This is an optimization exercise on Yosys and OpenROAD, whose aim is small area and a short achievable clock period, not a production implementation.
Where RTL was checked, it was by simulation tests only, not by an equivalence proof against the original.
Only the layout flow was run in run 2; the RTL was not checked for function there.
Power is estimated from default activity; no workload was simulated.

$ cat design/flow/constraint.sdc
create_clock -name core_clock -period 3.5 [get_ports {clk}]
set_input_delay 0.7000 -clock core_clock [delete_from_list [all_inputs] [get_ports {clk}]]
set_output_delay 0.7000 -clock core_clock [all_outputs]
set_load 0.01 [all_outputs]
$ cat design/flow/flow/run.sh
#!/bin/bash
# Standard layout, with plain buffers (not delay cells) on the ports and a clock tree of
# small buffers without dummy loads.
set -euo pipefail
export BUFFER_PORTS_ARGS="-buffer_cell sky130_fd_sc_hd__buf_2"
export CTS_ARGS="-sink_clustering_enable -repair_clock_nets -dont_use_dummy_load -buf_list {sky130_fd_sc_hd__clkbuf_8 sky130_fd_sc_hd__clkbuf_16} -sink_clustering_size 24 -sink_clustering_max_diameter 80"
bash standard.sh > flow_standard.log 2>&1
$ cat design/flow/standard.sh
#!/bin/bash
# synth_recipe.tcl (not shown) runs the flow's synth.tcl, then flattens the netlist and writes it again
# the make line also repeats each setting of config.mk as NAME=value (left out here)
make -C /OpenROAD-flow-scripts/flow DESIGN_CONFIG=/design/flow/config.mk WORK_HOME=/design/flow/orfs CLKGATE_MAP_FILE= SYNTH_SCRIPT=/design/flow/synth_recipe.tcl "${@:-finish}"
$ cat design/flow/design.v
module RegisterFile(input wire clk,
                    input wire [7:0] A1,
                    input wire [7:0] A2,
                    input wire [7:0] A3,
                    input wire [7:0] WriteData,
                    input wire regWriteEnable,
                    output wire [7:0] RD1,
                    output wire [7:0] RD2);
  reg  [255:0] registers;  
  wire [255:0] next;
  wire [31:0] wen, nwen, sel1, sel2;
  rf_wdec  u_wdec (.a(A3[4:0]), .we(regWriteEnable), .en(wen), .nen(nwen));
  rf_rdec  u_rdec1(.a(A1[4:0]), .sel(sel1));
  rf_rdec  u_rdec2(.a(A2[4:0]), .sel(sel2));
  genvar i, b;
  generate
    for (i = 0; i < 32; i = i + 1) begin : row
      for (b = 0; b < 8; b = b + 1) begin : bt
        rf_hold u_hold(.q(registers[i*8 + b]), .en(wen[i]), .nen(nwen[i]),
                       .wd(WriteData[b]), .d(next[i*8 + b]));
      end
    end
  endgenerate
  always @(posedge clk)
    registers <= next;
  generate
    for (b = 0; b < 8; b = b + 1) begin : rd
      wire [31:0] col;
      for (i = 0; i < 32; i = i + 1) begin : c
        assign col[i] = registers[i*8 + b];
      end
      rf_rmux u_rmux1(.d(col), .sel(sel1), .y(RD1[b]));
      rf_rmux u_rmux2(.d(col), .sel(sel2), .y(RD2[b]));
    end
  endgenerate
endmodule
module rf_hold(input wire q, input wire en, input wire nen, input wire wd, output wire d);
  assign d = (q & nen) | (wd & en);
endmodule
module rf_wdec(input wire [4:0] a, input wire we, output wire [31:0] en, output wire [31:0] nen);
  wire [4:0] an;
  wire [3:0] pl;   
  wire [7:0] ph;   
  genvar i;
  generate
    for (i = 0; i < 5; i = i + 1) begin : n
      rf_inv u(.a(a[i]), .y(an[i]));
    end
    for (i = 0; i < 4; i = i + 1) begin : l
      rf_nand3 u(.a(we), .b(i[1] ? a[1] : an[1]), .c(i[0] ? a[0] : an[0]), .y(pl[i]));
    end
    for (i = 0; i < 8; i = i + 1) begin : h
      rf_nand3 u(.a(i[2] ? a[4] : an[4]), .b(i[1] ? a[3] : an[3]), .c(i[0] ? a[2] : an[2]), .y(ph[i]));
    end
    for (i = 0; i < 32; i = i + 1) begin : d
      rf_nor2 u(.a(pl[i % 4]), .b(ph[i / 4]), .y(en[i]));
      rf_inv  v(.a(en[i]), .y(nen[i]));
    end
  endgenerate
endmodule
module rf_rdec(input wire [4:0] a, output wire [31:0] sel);
  wire [4:0] an;
  wire [3:0] pl;   
  wire [7:0] ph;   
  genvar i;
  generate
    for (i = 0; i < 5; i = i + 1) begin : n
      rf_inv u(.a(a[i]), .y(an[i]));
    end
    for (i = 0; i < 4; i = i + 1) begin : l
      rf_nand2 u(.a(i[1] ? a[1] : an[1]), .b(i[0] ? a[0] : an[0]), .y(pl[i]));
    end
    for (i = 0; i < 8; i = i + 1) begin : h
      rf_nand3 u(.a(i[2] ? a[4] : an[4]), .b(i[1] ? a[3] : an[3]), .c(i[0] ? a[2] : an[2]), .y(ph[i]));
    end
    for (i = 0; i < 32; i = i + 1) begin : d
      rf_nor2 u(.a(pl[i % 4]), .b(ph[i / 4]), .y(sel[i]));
    end
  endgenerate
endmodule
module rf_inv(input wire a, output wire y);
  assign y = ~a;
endmodule
module rf_nand2(input wire a, input wire b, output wire y);
  assign y = ~(a & b);
endmodule
module rf_nor2(input wire a, input wire b, output wire y);
  assign y = ~(a | b);
endmodule
module rf_grp8(input wire [7:0] d, input wire [7:0] sel, output wire y);
  wire [3:0] p;   
  genvar k;
  generate
    for (k = 0; k < 4; k = k + 1) begin : g
      assign p[k] = ~((d[2*k] & sel[2*k]) | (d[2*k+1] & sel[2*k+1]));
    end
  endgenerate
  assign y = ~(&p);
endmodule
module rf_rmux(input wire [31:0] d, input wire [31:0] sel, output wire y);
  wire [3:0] q;   
  wire [1:0] r;   
  genvar k;
  generate
    for (k = 0; k < 4; k = k + 1) begin : h
      rf_grp8 u(.d(d[8*k +: 8]), .sel(sel[8*k +: 8]), .y(q[k]));
    end
    for (k = 0; k < 2; k = k + 1) begin : m
      rf_nor2 u(.a(q[2*k]), .b(q[2*k+1]), .y(r[k]));
    end
  endgenerate
  rf_nand2 u_o(.a(r[0]), .b(r[1]), .y(y));
endmodule
module rf_nand3(input wire a, input wire b, input wire c, output wire y);
  assign y = ~(a & b & c);
endmodule
$ cat design/flow/config.mk
export PLATFORM = sky130hd
export DESIGN_NAME = RegisterFile
export DESIGN_NICKNAME = RegisterFile
export VERILOG_FILES = /design/flow/design.v
export SDC_FILE = /design/flow/constraint.sdc
export NUM_CORES = 4
export LEC_CHECK = 0
export CAP_MARGIN = 20
export CORE_MARGIN = 2
export CORE_UTILIZATION = 40
export GPL_TIMING_DRIVEN = 0
export SETUP_SLACK_MARGIN = 0.8
export SLEW_MARGIN = 20
export SYNTH_HIERARCHICAL = 1
==> notes.md, run 1 <==
status complete, no violations; Via-to-Cell Ratio 6.90; design area about 0.013 mm2; Placed Cells roughly 1400; period utilisation layout between 80 and 90%; multi-input logic area slightly above 0.006 mm2; first-pass GRT wire length about 59 mm; Largest Register registers; vias after detailed routing 10100; max-slew violations 0; Post-Syn Area per Cell ~10 um2; Setup crit start kind input pin; drt wl/cell roughly 28 um; clock latency (worst-skew pair) slightly above 0.5 ns; largest net degree at the start of global routing 33; post-synthesis net count about 1100; synthesized area roughly 0.011 mm2; DR iter-0 viols 1338; H-Tree Depth 1; Fin. Hold Viols 0; final WL ~40 mm; CTS max path bufs 3; CORE AREA 0.0260 mm2; maximum VDD drop ~0.55 mV; Pleak about 4.3 nW; max FFs per register roughly 260; gpl congestion 0.968; initial antenna violation count 0; total CTS buffers 15; Seq cells post-synth around 260; share of cells above drive strength 1 around a fifth; hold path cells 1; initial core utilization between 40% and 50%; Max Cap Viol 0; min cycle time layout between 3 and 4 ns; DIE AREA 0.0278 mm2; Root Buffer clkbuf_16; Ys Warns 7; fmax about 0.33 GHz; Global Route met3 Usage around 6.8%; biggest regs registers x256; Top Usage Layer GRT met2; synth unique cells 8; DRT antenna net count 0; Die Y roughly 170 um; io pins 50; Power Density between 500 and 600 mW/mm2; WP data arrival approximately 2.4 ns; grt met2 use between 40% and 50%; Tot Pwr roughly 0.0069 W; # DRC 0; PortBufs 40; hold path start registers[138]; fin cells around 1500; sequential fraction of the synthesis area 48.5%; dpl cell area 0.0112 mm2; fin nets between 1000 and 1500; final setup fails 0; Row Count around 60; chip width 167 um; Util after Layout 48.1%; reg2reg setup slack roughly 2.8 ns; drt pass-1 iters 8; post-DP HPWL 27.1 mm; cts hold-fix bufs 0; CTS sink cnt 256; RSZ-0062 raised after global routing true; Reg area a little over 0.005 mm2; GRT Util Overall 27.6%; CP max FO 8; worst endpoint required time 2.80 ns; P&R area growth vs syn 18.3%; met1 Resource Use GR 38.8%; Hold Path Sink registers[138]; Syn Inst Count approximately 1100; Slew HR a little under a third; filler cell count approximately 2500; worst-margin pin slew approximately 1.0 ns; Hold Path Class reg -> reg; Post-Route Setup TNS 0 ns; worst r2r path cells 1; antenna fix cells 0; Worst-path clk slew roughly 0.090 ns; Setup Crit Path Kind in -> out; reg-to-reg endpoint registers[111]; Reg2Reg Launch Point registers[111]; vias in the first global route around 9500; CP Capture Type output port; Post-Route Skew 0 ns; CTS tree built; grt ovf 0
==> placed cells by master (no fill, tap or decap), types with 12 or more instances in the layout <==
| cell type | instances |
|---|---|
| a22o_1 | 256 |
| a22oi_1 | 217 |
| a22oi_2 | 39 |
| buf_2 | 33 |
| clkbuf_16 | 15 |
| dfxtp_1 | 256 |
| inv_1 | 42 |
| nand2_1 | 12 |
| nand3_1 | 13 |
| nand4_1 | 64 |
| nor2_1 | 48 |
| nor2_2 | 41 |
| nor2_4 | 39 |
==> synthesized netlist by cell type <==
cell       n  share of area [%]
a22o_1   256                 21
nand4_1   64                3.8
a22oi_1  256                 18
nand3_1   28                1.3
nand2_1   24               0.85
inv_1     47                1.7
nor2_1   128                4.5
dfxtp_1  256                 48
==> final cells by class <==
| type | count | area share [%] |
|---|---|---|
| well taps | 335 | 3.35 |
| clock buffers | 15 | 3.00 |
| repair buffers | 48 | 2.51 |
| flip-flops and latches | 256 | 41.0 |
| multi-input cells | 756 | 48.7 |
| inverters | 47 | 1.48 |
==> logic make-up (layout without fill, tap and decap cells) <==
kind of cell	Yosys count	count (layout)	synth area share, %
AO/OA/AOI/OAI	512	512	39.4
flip-flops	256	256	48.5
buffers and inverters	47	110	1.67
AND/OR/NAND/NOR	244	244	10.5
==> modules after synthesis (local to each module, per instance), a selection <==
module	cells	flip-flops and latches	cell area, um2	times used
RegisterFile	256	256	5120	1
rf_grp8	5	0	36.3	64
rf_hold	1	0	8.76	256
rf_nand3	1	0	5.00	28
rf_inv	1	0	3.75	47
rf_nand2	1	0	3.75	24
rf_nor2	1	0	3.75	128
==> critical path, cell delays in order <==
cell,delay [ns]
buf_2,0.17
inv_1,0.13
nand2_4,0.23
nor2_2,0.13
a22oi_1,0.25
nand4_1,0.19
nor2_2,0.25
nand2_1,0.14
buf_2,0.16
==> where the power goes <==
group	switching [W]	internal (W)
clock	0.000935	0.000769
combinational	0.000534	0.000605
sequential	0.000586	0.00349
==> how the worst max path moves through the flow <==
stage | start | endpoint | slack, ns | cells past startpoint
after CTS | A2[4] | RD2[2] | 0.57 | 9
after global placement | A1[1] | RD1[6] | 0.31 | 9
final | A2[1] | RD2[7] | 0.43 | 9
after global routing | A2[2] | RD2[1] | 0.41 | 9
after detailed placement | A1[1] | RD1[7] | 0.30 | 9
after floorplan | A1[2] | RD1[0] | 1.18 | 7
==> routing by layer <==
| metal | wire [um] | share of wire [%] |
|---|---|---|
| met4 | 1490 | 3.7 |
| met2 | 17200 | 43 |
| met5 | 0 | 0 |
| met3 | 4240 | 11 |
| met1 | 17200 | 43 |
==> timing repair <==
item                                    CTS  global route
buffers inserted                          4             4
gates resized for setup                 187            34
pin swaps                                31            40
endpoints found under the setup margin   16            16
==> per-stage QoR <==
| stage | setup slack, ns | hold slack (ns) |
|---|---|---|
| global route | 0.412 | 0.527 |
| floorplan | 1.18 | 0.479 |
| CTS | 0.566 | 0.520 |
| finish | 0.426 | 0.517 |
| detailed placement | 0.304 | 0.500 |
| global placement | 0.306 | 0.493 |
==> inputs of run 2 (changes only) <==
--- a/design/flow/design.v
+++ b/design/flow/design.v
@@ -8,10 +8,12 @@
                     output wire [7:0] RD2);
   reg  [255:0] registers;  
   wire [255:0] next;
-  wire [31:0] wen, nwen, sel1, sel2;
+  wire [31:0] wen, nwen;
+  wire [7:0]  hi1, hi2;   
+  wire [3:0]  lo1, lo2;   
   rf_wdec  u_wdec (.a(A3[4:0]), .we(regWriteEnable), .en(wen), .nen(nwen));
-  rf_rdec  u_rdec1(.a(A1[4:0]), .sel(sel1));
-  rf_rdec  u_rdec2(.a(A2[4:0]), .sel(sel2));
+  rf_rdec  u_rdec1(.a(A1[4:0]), .hi(hi1), .lo(lo1));
+  rf_rdec  u_rdec2(.a(A2[4:0]), .hi(hi2), .lo(lo2));
   genvar i, b;
   generate
     for (i = 0; i < 32; i = i + 1) begin : row
@@ -29,8 +31,8 @@
       for (i = 0; i < 32; i = i + 1) begin : c
         assign col[i] = registers[i*8 + b];
       end
-      rf_rmux u_rmux1(.d(col), .sel(sel1), .y(RD1[b]));
-      rf_rmux u_rmux2(.d(col), .sel(sel2), .y(RD2[b]));
+      rf_rmux u_rmux1(.d(col), .hi(hi1), .lo(lo1), .y(RD1[b]));
+      rf_rmux u_rmux2(.d(col), .hi(hi2), .lo(lo2), .y(RD2[b]));
     end
   endgenerate
 endmodule
@@ -58,23 +60,18 @@
     end
   endgenerate
 endmodule
-module rf_rdec(input wire [4:0] a, output wire [31:0] sel);
+module rf_rdec(input wire [4:0] a, output wire [7:0] hi, output wire [3:0] lo);
   wire [4:0] an;
-  wire [3:0] pl;   
-  wire [7:0] ph;   
   genvar i;
   generate
     for (i = 0; i < 5; i = i + 1) begin : n
       rf_inv u(.a(a[i]), .y(an[i]));
     end
     for (i = 0; i < 4; i = i + 1) begin : l
-      rf_nand2 u(.a(i[1] ? a[1] : an[1]), .b(i[0] ? a[0] : an[0]), .y(pl[i]));
+      rf_nor2 u(.a(i[1] ? an[1] : a[1]), .b(i[0] ? an[0] : a[0]), .y(lo[i]));
     end
     for (i = 0; i < 8; i = i + 1) begin : h
-      rf_nand3 u(.a(i[2] ? a[4] : an[4]), .b(i[1] ? a[3] : an[3]), .c(i[0] ? a[2] : an[2]), .y(ph[i]));
-    end
-    for (i = 0; i < 32; i = i + 1) begin : d
-      rf_nor2 u(.a(pl[i % 4]), .b(ph[i / 4]), .y(sel[i]));
+      rf_nor3 u(.a(i[2] ? an[4] : a[4]), .b(i[1] ? an[3] : a[3]), .c(i[0] ? an[2] : a[2]), .y(hi[i]));
     end
   endgenerate
 endmodule
@@ -97,19 +94,28 @@
   endgenerate
   assign y = ~(&p);
 endmodule
-module rf_rmux(input wire [31:0] d, input wire [31:0] sel, output wire y);
-  wire [3:0] q;   
-  wire [1:0] r;   
-  genvar k;
+module rf_grp4(input wire [3:0] d, input wire [3:0] sel, output wire y);
+  wire [1:0] p;   
+  assign p[0] = ~((d[0] & sel[0]) | (d[1] & sel[1]));
+  assign p[1] = ~((d[2] & sel[2]) | (d[3] & sel[3]));
+  assign y = ~(&p);
+endmodule
+module rf_rmux(input wire [31:0] d, input wire [7:0] hi, input wire [3:0] lo, output wire y);
+  wire [3:0] g;
+  genvar j, k;
   generate
-    for (k = 0; k < 4; k = k + 1) begin : h
-      rf_grp8 u(.d(d[8*k +: 8]), .sel(sel[8*k +: 8]), .y(q[k]));
-    end
-    for (k = 0; k < 2; k = k + 1) begin : m
-      rf_nor2 u(.a(q[2*k]), .b(q[2*k+1]), .y(r[k]));
+    for (j = 0; j < 4; j = j + 1) begin : grp
+      wire [7:0] dj;
+      for (k = 0; k < 8; k = k + 1) begin : c
+        assign dj[k] = d[4*k + j];
+      end
+      rf_grp8 u(.d(dj), .sel(hi), .y(g[j]));
     end
   endgenerate
-  rf_nand2 u_o(.a(r[0]), .b(r[1]), .y(y));
+  rf_grp4 u_o(.d(g), .sel(lo), .y(y));
+endmodule
+module rf_nor3(input wire a, input wire b, input wire c, output wire y);
+  assign y = ~(a | b | c);
 endmodule
 module rf_nand3(input wire a, input wire b, input wire c, output wire y);
   assign y = ~(a & b & c);
==> design/flow/flow/run.sh (replaced) <==
#!/bin/bash
# Standard layout, with plain buffers (not delay cells) on the ports and a clock tree of
# small buffers without dummy loads.
set -euo pipefail
export BUFFER_PORTS_ARGS="-buffer_cell sky130_fd_sc_hd__buf_2"
export CTS_ARGS="-sink_clustering_enable -repair_clock_nets -dont_use_dummy_load -buf_list {sky130_fd_sc_hd__clkbuf_4 sky130_fd_sc_hd__clkbuf_8} -sink_clustering_size 16 -sink_clustering_max_diameter 60"
bash standard.sh > flow_standard.log 2>&1
==> notes.md, run 2 <==
Final Worst Setup Slack between 0.4 and 0.5 ns; Ys Warns 7; Reg2Reg Launch Point registers[211]; met1 Resource Use GR 41.1%; CP Capture Type output port; Post-Syn Area per Cell about 11 um2; first-pass GRT wire length roughly 65 mm; initial core utilization between 40% and 50%; CORE AREA approximately 0.026 mm2; Via-to-Cell Ratio roughly 7; reg-to-reg endpoint registers[211]; Row Count a little under 60; drt wl/cell 29.4 um; pre-CTS WS 0.0104 ns; Power Density just over 500 mW/mm2; DR iter-0 viols 1533; PortBufs 40; Worst-path clk slew 0.08 ns; synthesized area 0.0105 mm2; Slew HR between 30 and 40%; most frequent cell after synthesis a22oi_1; cts hold-fix bufs 0; P&R area growth vs syn 32.9%; post-synthesis net count between 1000 and 1500; max-slew violations 0; Setup crit start kind input pin; reg2reg setup slack about 2.8 ns; Global Route met3 Usage approximately 5.4%; hold path start registers[56]; hold path cells 1; Hold Path Sink registers[56]; Fin. Hold Viols 0; power share of the combinational group 22.2%; fmax ~0.32 GHz; drt pass-1 iters 6; worst r2r path cells 1; final WL 44.8 mm; worst-margin pin slew between 0.9 and 1 ns; Syn Inst Count 995; Die Y roughly 170 um; Pleak around 5.1 nW; Root Buffer clkbuf_8; gpl congestion between 0.9 and 1; sequential fraction of the synthesis area between 40% and 50%; Internal 0.00493 W; maximum VDD drop between 0.2 and 0.3 mV; Setup Crit Path Kind in -> out; grt ovf 0; synth unique cells 9; biggest regs registers x256; H-Tree Depth 1; CTS sink cnt about 260; total CTS buffers 22; Max Cap Viol 0; top cell type by total area after synthesis dfxtp_1; share of cells above drive strength 1 27.2%; fin nets between 1000 and 1500; top-area cell type share of the netlist area roughly 49%; # DRC 0; largest net degree at the start of global routing 33; vias in the first global route between 10000 and 15000; clock power share between 20% and 30%; RSZ-0062 raised after global routing true; Post-Route Skew 0 ns; grt met2 use between 40% and 50%; most frequent cells in the layout a22o_1 (256), dfxtp_1 (256), a22oi_1 (184); Seq cells post-synth 256; min cycle time layout slightly above 3 ns; initial antenna violation count 1; chip width about 170 um; Flop pwr share between 50% and 60%; WP data arrival around 2.4 ns; CTS tree built; Net Sw Power 0.00225 W; Top FF cell, synth dfxtp_1; Hold Path Class reg -> reg; post-DP HPWL roughly 27 mm; status complete, no violations; Top Usage Layer GRT met2; final setup fails 0; Largest Register registers; CTS max path bufs 3; share of flip-flops with an asynchronous set or reset 0%; DRT antenna net count 0; io pins 50; switching share of total power between 30% and 40%; vias after detailed routing 10600; EDFF count, synth 0; DIE AREA about 0.028 mm2; Post-Route Setup TNS 0 ns; worst endpoint required time approximately 2.8 ns; period utilisation layout approximately 88%; Util after Layout a little over half; max FFs per register approximately 260; GRT Util Overall a little under a third; clock latency (worst-skew pair) ~0.56 ns; ranking of synthesized cells by area dfxtp_1 (49%), a22o_1 (21%), a22oi_1 (21%); synth cell count leaders a22oi_1 (288), a22o_1 (256), dfxtp_1 (256); CP max FO 6; filler cell count 2265; Tot Pwr a little over 0.007 W
==> run 2: cell count changes in the layout (fill, tap and decap cells not counted), moves of 22 or more <==
| cell | change |
|---|---|
| nor2_2 | -41 |
| nor2_4 | -39 |
| a22oi_2 | +65 |
| buf_6 | +27 |
| buf_12 | +40 |
| buf_4 | +40 |
| clkbuf_8 | +22 |
| a22oi_1 | -33 |
==> run 2: area by class of cell <==
cell class                 instances  area [um2]  area share (%)
antenna                            1        2.50          0.0179
clock buffer                      22         303            2.16
inverter                          47         199            1.42
multi-input combinational        692        5860            41.9
sequential                       256        5120            36.6
tap                              335         419            2.99
timing repair buffer             172        2090            14.9
==> run 2: worst max-delay path, cell delays in order <==
cell	delay, ns
buf_12	0.11
clkinvlp_4	0.10
buf_12	0.12
nor3_4	0.05
buf_6	0.14
buf_12	0.14
a22oi_1	0.19
nand4_1	0.21
a22oi_2	0.31
nand2_1	0.13
buf_2	0.16
==> run 2: power by group through the flow <==
stage / registers, W / logic [W] / clock network [W]
2_1_floorplan: 0.00388 / 0.000886 / 0
3_3_place_gp: 0.00398 / 0.00123 / 0
3_5_place_dp: 0.00400 / 0.00129 / 0
4_1_cts: 0.00398 / 0.00150 / 0.00155
5_1_grt: 0.00410 / 0.00167 / 0.00167
6_report: 0.00404 / 0.00159 / 0.00155
==> run 2: metrics by stage <==
stage	hold WS, ns	std cells	area, um2
floorplan	0.479	995	10600
global placement	0.490	1370	11300
detailed placement	0.495	1398	11700
CTS	0.520	1513	13700
global route	0.530	1525	14000
finish	0.522	1525	14000
==> run 2: per-module statistics from Yosys (local to each module, per instance), a selection <==
module,cells,flops+latches,times used
rf_grp4,3,0,16
rf_nand3,1,0,12
rf_nor3,1,0,16
rf_hold,1,0,256
rf_grp8,5,0,64
RegisterFile,256,256,1
==> run 2: logic make-up after synthesis <==
| family | synth area share [%] |
|---|---|
| AND/OR/NAND/NOR | 7.88 |
| AO/OA/AOI/OAI | 41.8 |
| buffers and inverters | 1.67 |
| flip-flops | 48.6 |
==> run 2: repair_timing <==
action | 4_1_cts | 5_1_grt
buffers inserted | 89 | 9
resized for setup | 151 | 40
pin swaps | 87 | 64
endpoints found under the setup margin | 16 | 16
gates cloned | 4 | 2
==> run 2: routing by layer <==
layer  part of all wire, %  routed length [um]
met5                     0                   0
met4                   4.7                2130
met3                   8.9                4000
met2                    46               20500
met1                    41               18200
==> run 2: how the worst max path moves through the flow <==
stage	startpoint	to	slack [ns]	cells past startpoint
6_report	A1[3]	RD1[5]	0.42	11
5_1_grt	A1[2]	RD1[5]	0.43	11
4_1_cts	A1[4]	RD1[3]	0.52	11
3_5_place_dp	A2[4]	RD2[2]	0.01	10
3_3_place_gp	A2[4]	RD2[0]	-0.81	8
2_1_floorplan	A1[3]	RD1[0]	0.76	6

## static timing again, ports no longer ideal
No port has a modelled driver above. Below, the same layouts with a new extraction and two added sets of constraints.
Step 1 (the two cells are an assumption about what drives the block):
set clk [get_ports {clk}]
set_driving_cell -lib_cell sky130_fd_sc_hd__clkbuf_16 $clk
set_driving_cell -lib_cell sky130_fd_sc_hd__buf_2 [delete_from_list [all_inputs] $clk]
Step 2, shift: input delay + t, output delay - t, t = (earliest + latest rising clock arrival at the registers) / 2. This alone moves slack from input paths to output paths.
Three values: ideal ports, drivers, drivers and shift; two values: the first two.
run | shift t [ns] | setup WS [ns] | worst setup path after step 2 | worst register clock-pin slew, ns | pins driven straight from the clock port
run 1 | 0.532 | 0.426 / 0.401 / 0.401 | input to output | 0.10 / 0.10 | 1
run 2 | 0.599 | 0.417 / 0.351 / 0.351 | input to output | 0.11 / 0.11 | 1
After both steps setup and hold are still met in every run listed. For run 2, which loses most, drivers alone change the setup slack by -0.066 ns; drivers and shift together by -0.066 ns.
